Background: an optimization exercise with open tools, aiming at small area. Do not read the settings as production practice. Function was checked by simulation only, so behaviour that the tests miss may differ from the original. The clock input has no modelled driver; a real chip could not lean on it and would need a root buffer or a full tree.

==> exp/onyx <==
// pcs_8b_10b
module pcs_8b_10b(clk, reset, tx_rd_in, tx_char_val, tx_data_in, tx_data_out, rx_rd_in, rx_char_val, rx_data_in, rx_data_out);
Settings: LEC_CHECK=0, CAP_MARGIN=20, CORE_MARGIN=2, CORE_UTILIZATION=60, GPL_TIMING_DRIVEN=0, PLACE_DENSITY=0.7, SLEW_MARGIN=20; clock period 4.0 ns.
standard.sh (not shown) runs the stock make flow with config.mk's settings and CLKGATE_MAP_FILE= SYNTH_SCRIPT=/design/flow/synth_recipe.tcl, a recipe that flattens the netlist after the stock synthesis.
==> flow/flow/run.sh <==
#!/bin/bash
# Own layout flow: the standard layout, with two changes.
#  1. Synthesis is the standard script (synth_recipe.tcl) with the combinational
#     mapping step changed: no half/full-adder extraction and an area-only ABC
#     mapping (flow/area.abc). Registers are made by the same passes as in the
#     standard synthesis, so they keep their names and cell types.
#  2. Ports are buffered with sky130_fd_sc_hd__buf_1 instead of the default.
#  3. Clock tree synthesis arguments from flow/cts_args.txt when it exists, or,
#     when flow/cts_pre.tcl exists, the clock tree that script builds.
# Each tool's output goes to a log file of its own in the work folder.
set -euo pipefail
WORK="$(cd "$(dirname "$0")/.." && pwd)"
cd "$WORK"

# synthesis script: the standard one with our mapping step
sed -e "s#@AREA_ABC@#$WORK/flow/area.abc#" flow/synth_pre.tcl > "$WORK/own_synth.tcl"
tail -n +2 synth_recipe.tcl >> "$WORK/own_synth.tcl"

# the standard make line, with our synthesis script
sed -e "s#SYNTH_SCRIPT=[^ ]*#SYNTH_SCRIPT=$WORK/own_synth.tcl#" standard.sh > own_standard.sh

bash own_standard.sh synth > "$WORK/log_synth.txt" 2>&1
if [[ -f flow/cts_args.txt ]]; then
  export CTS_ARGS="$(tr '\n' ' ' < flow/cts_args.txt)"
fi
if [[ -f flow/cts_pre.tcl ]]; then
  export PRE_CTS_TCL="$WORK/flow/cts_pre.tcl"
fi
if [[ -f flow/clkbuf_cell.txt ]]; then
  export CLKBUF_CELL="$(cat flow/clkbuf_cell.txt)"
fi
if [[ -f flow/clk_groups.txt ]]; then
  export CLK_GROUPS="$(cat flow/clk_groups.txt)"
fi
BUFFER_PORTS_ARGS="-buffer_cell sky130_fd_sc_hd__buf_1" bash own_standard.sh > "$WORK/log_layout.txt" 2>&1
test -s out/final.def
==> flow/flow/clk_groups.txt <==
3
==> flow/flow/clkbuf_cell.txt <==
sky130_fd_sc_hd__clkbuf_8
==> flow/flow/cts_pre.tcl <==
# Clock tree: the clock pins are split into CLK_GROUPS groups (k-means on their
# positions, default 3) and each group gets one buffer (CLKBUF_CELL, default
# sky130_fd_sc_hd__clkbuf_8) at its centre, driven by the clock port. This
# replaces clock_tree_synthesis for this small design; the rest of the standard
# CTS step (legalisation, timing repair) runs as usual.
proc clock_tree_synthesis { args } {
  set cell sky130_fd_sc_hd__clkbuf_8
  if { [info exists ::env(CLKBUF_CELL)] } { set cell $::env(CLKBUF_CELL) }
  set k 3
  if { [info exists ::env(CLK_GROUPS)] } { set k $::env(CLK_GROUPS) }
  set block [ord::get_db_block]
  set clk_net [$block findNet clk]
  set master [[ord::get_db] findMaster $cell]
  set sinks {}
  set xs {}
  set ys {}
  foreach it [$clk_net getITerms] {
    set box [[$it getInst] getBBox]
    lappend sinks $it
    lappend xs [expr { ([$box xMin] + [$box xMax]) / 2.0 }]
    lappend ys [expr { ([$box yMin] + [$box yMax]) / 2.0 }]
  }
  set n [llength $sinks]
  # initial centres: sinks in x order, evenly spaced
  set order [lsort -real -indices $xs]
  set cx {}
  set cy {}
  for { set g 0 } { $g < $k } { incr g } {
    set i [lindex $order [expr { int(($g + 0.5) * $n / $k) }]]
    lappend cx [lindex $xs $i]
    lappend cy [lindex $ys $i]
  }
  for { set iter 0 } { $iter < 50 } { incr iter } {
    set assign {}
    for { set i 0 } { $i < $n } { incr i } {
      set best 0
      set bd 1e30
      for { set g 0 } { $g < $k } { incr g } {
        set d [expr { abs([lindex $xs $i] - [lindex $cx $g]) + abs([lindex $ys $i] - [lindex $cy $g]) }]
        if { $d < $bd } { set bd $d; set best $g }
      }
      lappend assign $best
    }
    set ncx {}
    set ncy {}
    for { set g 0 } { $g < $k } { incr g } {
      set m 0; set ax 0.0; set ay 0.0
      for { set i 0 } { $i < $n } { incr i } {
        if { [lindex $assign $i] == $g } {
          set ax [expr { $ax + [lindex $xs $i] }]
          set ay [expr { $ay + [lindex $ys $i] }]
          incr m
        }
      }
      if { $m > 0 } {
        lappend ncx [expr { $ax / $m }]
        lappend ncy [expr { $ay / $m }]
      } else {
        lappend ncx [lindex $cx $g]
        lappend ncy [lindex $cy $g]
      }
    }
    set cx $ncx
    set cy $ncy
  }
  for { set g 0 } { $g < $k } { incr g } {
    set buf [odb::dbInst_create $block $master clkbuf_$g]
    set net [odb::dbNet_create $block clknet_$g]
    $net setSigType CLOCK
    set m 0
    for { set i 0 } { $i < $n } { incr i } {
      if { [lindex $assign $i] == $g } {
        set it [lindex $sinks $i]
        $it disconnect
        $it connect $net
        incr m
      }
    }
    [$buf findITerm A] connect $clk_net
    [$buf findITerm X] connect $net
    $buf setLocation [expr { int([lindex $cx $g]) }] [expr { int([lindex $cy $g]) }]
    $buf setPlacementStatus PLACED
    puts "clock buffer clkbuf_$g ($cell) drives $m clock pins"
  }
  set_propagated_clock [all_clocks]
}
Other scripts of this flow, unchanged in this note and not shown: flow/flow/area.abc, flow/flow/synth_pre.tcl
==> inputs of exp/xenon, as changes to exp/onyx <==
--- a/flow/flow/run.sh
+++ b/flow/flow/run.sh
@@ -7,4 +7,3 @@
 #  2. Ports are buffered with sky130_fd_sc_hd__buf_1 instead of the default.
-#  3. Clock tree synthesis arguments from flow/cts_args.txt when it exists, or,
-#     when flow/cts_pre.tcl exists, the clock tree that script builds.
+#  3. Clock tree synthesis arguments from flow/cts_args.txt when it exists.
 # Each tool's output goes to a log file of its own in the work folder.
@@ -25,11 +24,2 @@
 fi
-if [[ -f flow/cts_pre.tcl ]]; then
-  export PRE_CTS_TCL="$WORK/flow/cts_pre.tcl"
-fi
-if [[ -f flow/clkbuf_cell.txt ]]; then
-  export CLKBUF_CELL="$(cat flow/clkbuf_cell.txt)"
-fi
-if [[ -f flow/clk_groups.txt ]]; then
-  export CLK_GROUPS="$(cat flow/clk_groups.txt)"
-fi
 BUFFER_PORTS_ARGS="-buffer_cell sky130_fd_sc_hd__buf_1" bash own_standard.sh > "$WORK/log_layout.txt" 2>&1
==> flow/flow/cts_args.txt (new file) <==
-sink_clustering_enable -repair_clock_nets -dont_use_dummy_load -buf_list sky130_fd_sc_hd__clkbuf_8 -root_buf sky130_fd_sc_hd__clkbuf_8
removed: flow/flow/clk_groups.txt
removed: flow/flow/clkbuf_cell.txt
removed: flow/flow/cts_pre.tcl
==> impl_metrics.py <==
metrics = {
    "status": {
        "status": "finished clean",
    },
    "worst_hold_path": {
        "hold_end": "rx_data_out[5]",
    },
    "cells_and_area": {
        "area_growth_pct": 13.0,
        "fin_nets": 272,
    },
    "sta": {
        "fin_skew_ns": 0.0251,
        "fin_ws_ns": 0.819,
    },
    "power_and_ir_drop": {
        "power_switching_mw": 0.242,
        "p_clk_share_pct": 19.2,
        "combPwrFrac_pct": 20.9,
    },
    "worst_setup_path": {
        "cp.required_ns": 4.03,
    },
    "route": {
        "dr_total_vias": 1619,
    },
    "clock_tree": {
        "clk_pin_slew_worst_paths_ns": 0.11,
    },
    "global_routing": {
        "grtUsageMet3_pct": 1.30,
    },
}
[end of results for exp/onyx]
==> impl_metrics.py <==
metrics = {
    "placement": {
        "dpl-instance-area_sq_um": 2110,
    },
    "sta": {
        "fin_ws_ns": 0.967,
        "fin_setup_tns_ns": 0,
        "fin_skew_ns": 0.00867,
    },
    "cells_and_area": {
        "area_growth_pct": 14.4,
    },
    "status": {
        "status": "finished clean",
    },
    "global_routing": {
        "grt_use_met2_pct": 39.1,
        "grtUsageMet3_pct": 7.14,
    },
    "worst_setup_path": {
        "cp_top_family": "compound AO/OA/AOI/OAI gates",
        "cp.required_ns": 4.18,
    },
    "power_and_ir_drop": {
        "p_clk_share_pct": 25.0,
        "power_switching_mw": 0.270,
        "combPwrFrac_pct": 19.4,
    },
    "yosys": {
        "syn_inst": 204,
        "yosys-top-cells-area": "dfxtp_1 47%, xor2_1 7.4%, o21ai_0 5.0%",
    },
    "clock_tree": {
        "clk_pin_slew_worst_paths_ns": 0.08,
    },
}
[end of results for exp/xenon]
The clock cells of exp/onyx come from the design's own scripts or RTL, not from TritonCTS.


==> pepper: inputs <==
pcs_8b_10b, a different RTL version from the one above (not shown whole).
## pcs_8b_10b
module pcs_8b_10b(clk, reset, tx_rd_in, tx_char_val, tx_data_in, tx_data_out, rx_rd_in, rx_char_val, rx_data_in, rx_data_out);
clock: 4.0 ns
lec_check: 0
cap_margin: 20
core_margin: 2
core_utilization: 40
slew_margin: 20
==> flow/flow/run.sh <==
#!/bin/bash
# Own layout flow: the standard layout, with two changes.
#  1. Synthesis is the standard script (synth_recipe.tcl) with the combinational
#     mapping step changed: no half/full-adder extraction and an area-only ABC
#     mapping (flow/area.abc). Registers are made by the same passes as in the
#     standard synthesis, so they keep their names and cell types.
#  2. Ports are buffered with sky130_fd_sc_hd__buf_1 instead of the default.
#  3. Clock tree synthesis arguments from flow/cts_args.txt when it exists.
# Each tool's output goes to a log file of its own in the work folder.
set -euo pipefail
WORK="$(cd "$(dirname "$0")/.." && pwd)"
cd "$WORK"

# synthesis script: the standard one with our mapping step
sed -e "s#@AREA_ABC@#$WORK/flow/area.abc#" flow/synth_pre.tcl > "$WORK/own_synth.tcl"
tail -n +2 synth_recipe.tcl >> "$WORK/own_synth.tcl"

# the standard make line, with our synthesis script
sed -e "s#SYNTH_SCRIPT=[^ ]*#SYNTH_SCRIPT=$WORK/own_synth.tcl#" standard.sh > own_standard.sh

bash own_standard.sh synth > "$WORK/log_synth.txt" 2>&1
if [[ -f flow/cts_args.txt ]]; then
  export CTS_ARGS="$(tr '\n' ' ' < flow/cts_args.txt)"
fi
BUFFER_PORTS_ARGS="-buffer_cell sky130_fd_sc_hd__buf_1" bash own_standard.sh > "$WORK/log_layout.txt" 2>&1
test -s out/final.def
==> flow/flow/area.abc <==
strash
&get -n
&dch -f
&nf -R 1000
&put
topo
==> flow/flow/cts_args.txt <==
-sink_clustering_enable -repair_clock_nets -dont_use_dummy_load -buf_list sky130_fd_sc_hd__clkbuf_4 -root_buf sky130_fd_sc_hd__clkbuf_4
==> flow/flow/synth_pre.tcl <==
proc synth {args} { yosys synth -nofsm -noshare {*}$args }
# no half/full-adder extraction
proc extract_fa {args} { puts "extract_fa skipped" }
# area-only mapping script in place of the standard one
proc abc {args} {
  set out {}
  set skip 0
  foreach a $args {
    if { $skip } { set skip 0; continue }
    if { $a eq "-script" } { lappend out -script @AREA_ABC@; set skip 1; continue }
    if { $a eq "-D" } { set skip 1; continue }
    lappend out $a
  }
  yosys abc {*}$out
}
==> xenon: changes against pepper <==
==> flow/flow/cts_args.txt (replaced) <==
-sink_clustering_enable -repair_clock_nets -dont_use_dummy_load
CORE_UTILIZATION = 60   (was 40)
GPL_TIMING_DRIVEN = 0   (was unset)
PLACE_DENSITY = 0.7   (was unset)
==> umber: changes against pepper <==
==> flow/flow/cts_args.txt (replaced) <==
-sink_clustering_enable -repair_clock_nets -dont_use_dummy_load -buf_list sky130_fd_sc_hd__clkbuf_8 -root_buf sky130_fd_sc_hd__clkbuf_8
CORE_UTILIZATION = 60   (was 40)
GPL_TIMING_DRIVEN = 0   (was unset)
PLACE_DENSITY = 0.7   (was unset)
==> impl_metrics.tcl <==
set metrics [dict create \
    vdd_drop_max_mv 0.111 \
    wl_met3_um 142 \
    ff2ff_setup_slack_ps 2190 \
    use_met1_pct 18.7 \
    path_buf_inv 3 \
    critPathSlowestCell "a21boi_0" \
    cp.required_ps 4270 \
    layout.nets 322 \
    crit_chain "buf_1, or2_0, a21boi_0, buf_4, nor3_1, nor2_1, o21ai_0, and2_0, mux2_1, nor2b_1, xnor2_1, nand2_1, a31oi_1, buf_4, nor2_1, a31oi_1" \
    row_count 25 \
    area_share_clock_buf_inv_pct 1.59 \
    num_vias 1771 \
    cts_root_buf "clkbuf_4" \
    outcome "timing/DRC/antenna clean" \
    netSwitchingFraction_pct 28.9 \
    placed_cell_area_um2 2330 \
]
(the above is from pepper)
==> impl_metrics.tcl <==
set metrics [dict create \
    placed_cell_area_um2 2250 \
    cts_root_buf "clkbuf_8" \
    critPathSlowestCell "mux2_1" \
    outcome "timing/DRC/antenna clean" \
    path_buf_inv 1 \
    use_met1_pct 22.2 \
    cp.required_ps 4160 \
    layout.nets 316 \
    wl_met3_um 259 \
    row_count 21 \
    netSwitchingFraction_pct 27.7 \
    crit_chain "buf_1, or2_0, a21boi_1, o21ai_0, o21ai_0, and2_0, mux2_1, nor2b_1, xnor2_2, nand2_1, a31oi_4, mux2_1" \
    area_share_clock_buf_inv_pct 2.93 \
    ff2ff_setup_slack_ps 2160 \
    num_vias 1811 \
]
(the above is from umber)
==> impl_metrics.tcl <==
set metrics [dict create \
    holdWs_ps 316 \
    drv_cap 0 \
    vdd_drop_max_mv 0.255 \
    path_buf_inv 1 \
    wl_met3_um 231 \
    cp.required_ps 4210 \
    ff2ff_setup_slack_ps 2130 \
    worstMarginPinSlew_ps 717 \
    use_met1_pct 22.2 \
    outcome "timing/DRC/antenna clean" \
    num_vias 1816 \
    area_share_clock_buf_inv_pct 1.63 \
    netSwitchingFraction_pct 28.7 \
]
(the above is from xenon)

-- static timing again, ports no longer ideal --
How much do the figures lean on ideal ports? The routed layouts below were timed once more, with nothing changed but the port constraints.
Step 1, drivers: a clkbuf_16 drives clk and a buf_2 each remaining input, both assumed.
Step 2 moves the port delays by t, midway between the first and last clock arrival at a register: inputs arrive t later, outputs are due t later. That takes back most of the time a late clock gives input paths.
Three values: ideal, step 1, step 2; two values: the first two.
run	shift t [ns]	setup WS [ns]	worst slew at a driven data input, ns	cell pins on the clock port's net
exp/onyx	0.196	0.819 / 0.844 / 0.648	0.03	3
exp/xenon	0.315	0.967 / 0.972 / 0.657	0.03	1
pepper	0.352	0.605 / 0.609 / 0.257	0.04	1
xenon	0.348	0.307 / 0.310 / -0.038	0.04	1
umber	0.300	0.353 / 0.359 / 0.059	0.04	1
With both steps, setup timing fails in xenon, where it was met with ideal ports. The setup slack of pepper, which loses most, moves by +0.004 ns with the drivers and by -0.348 ns with both steps.
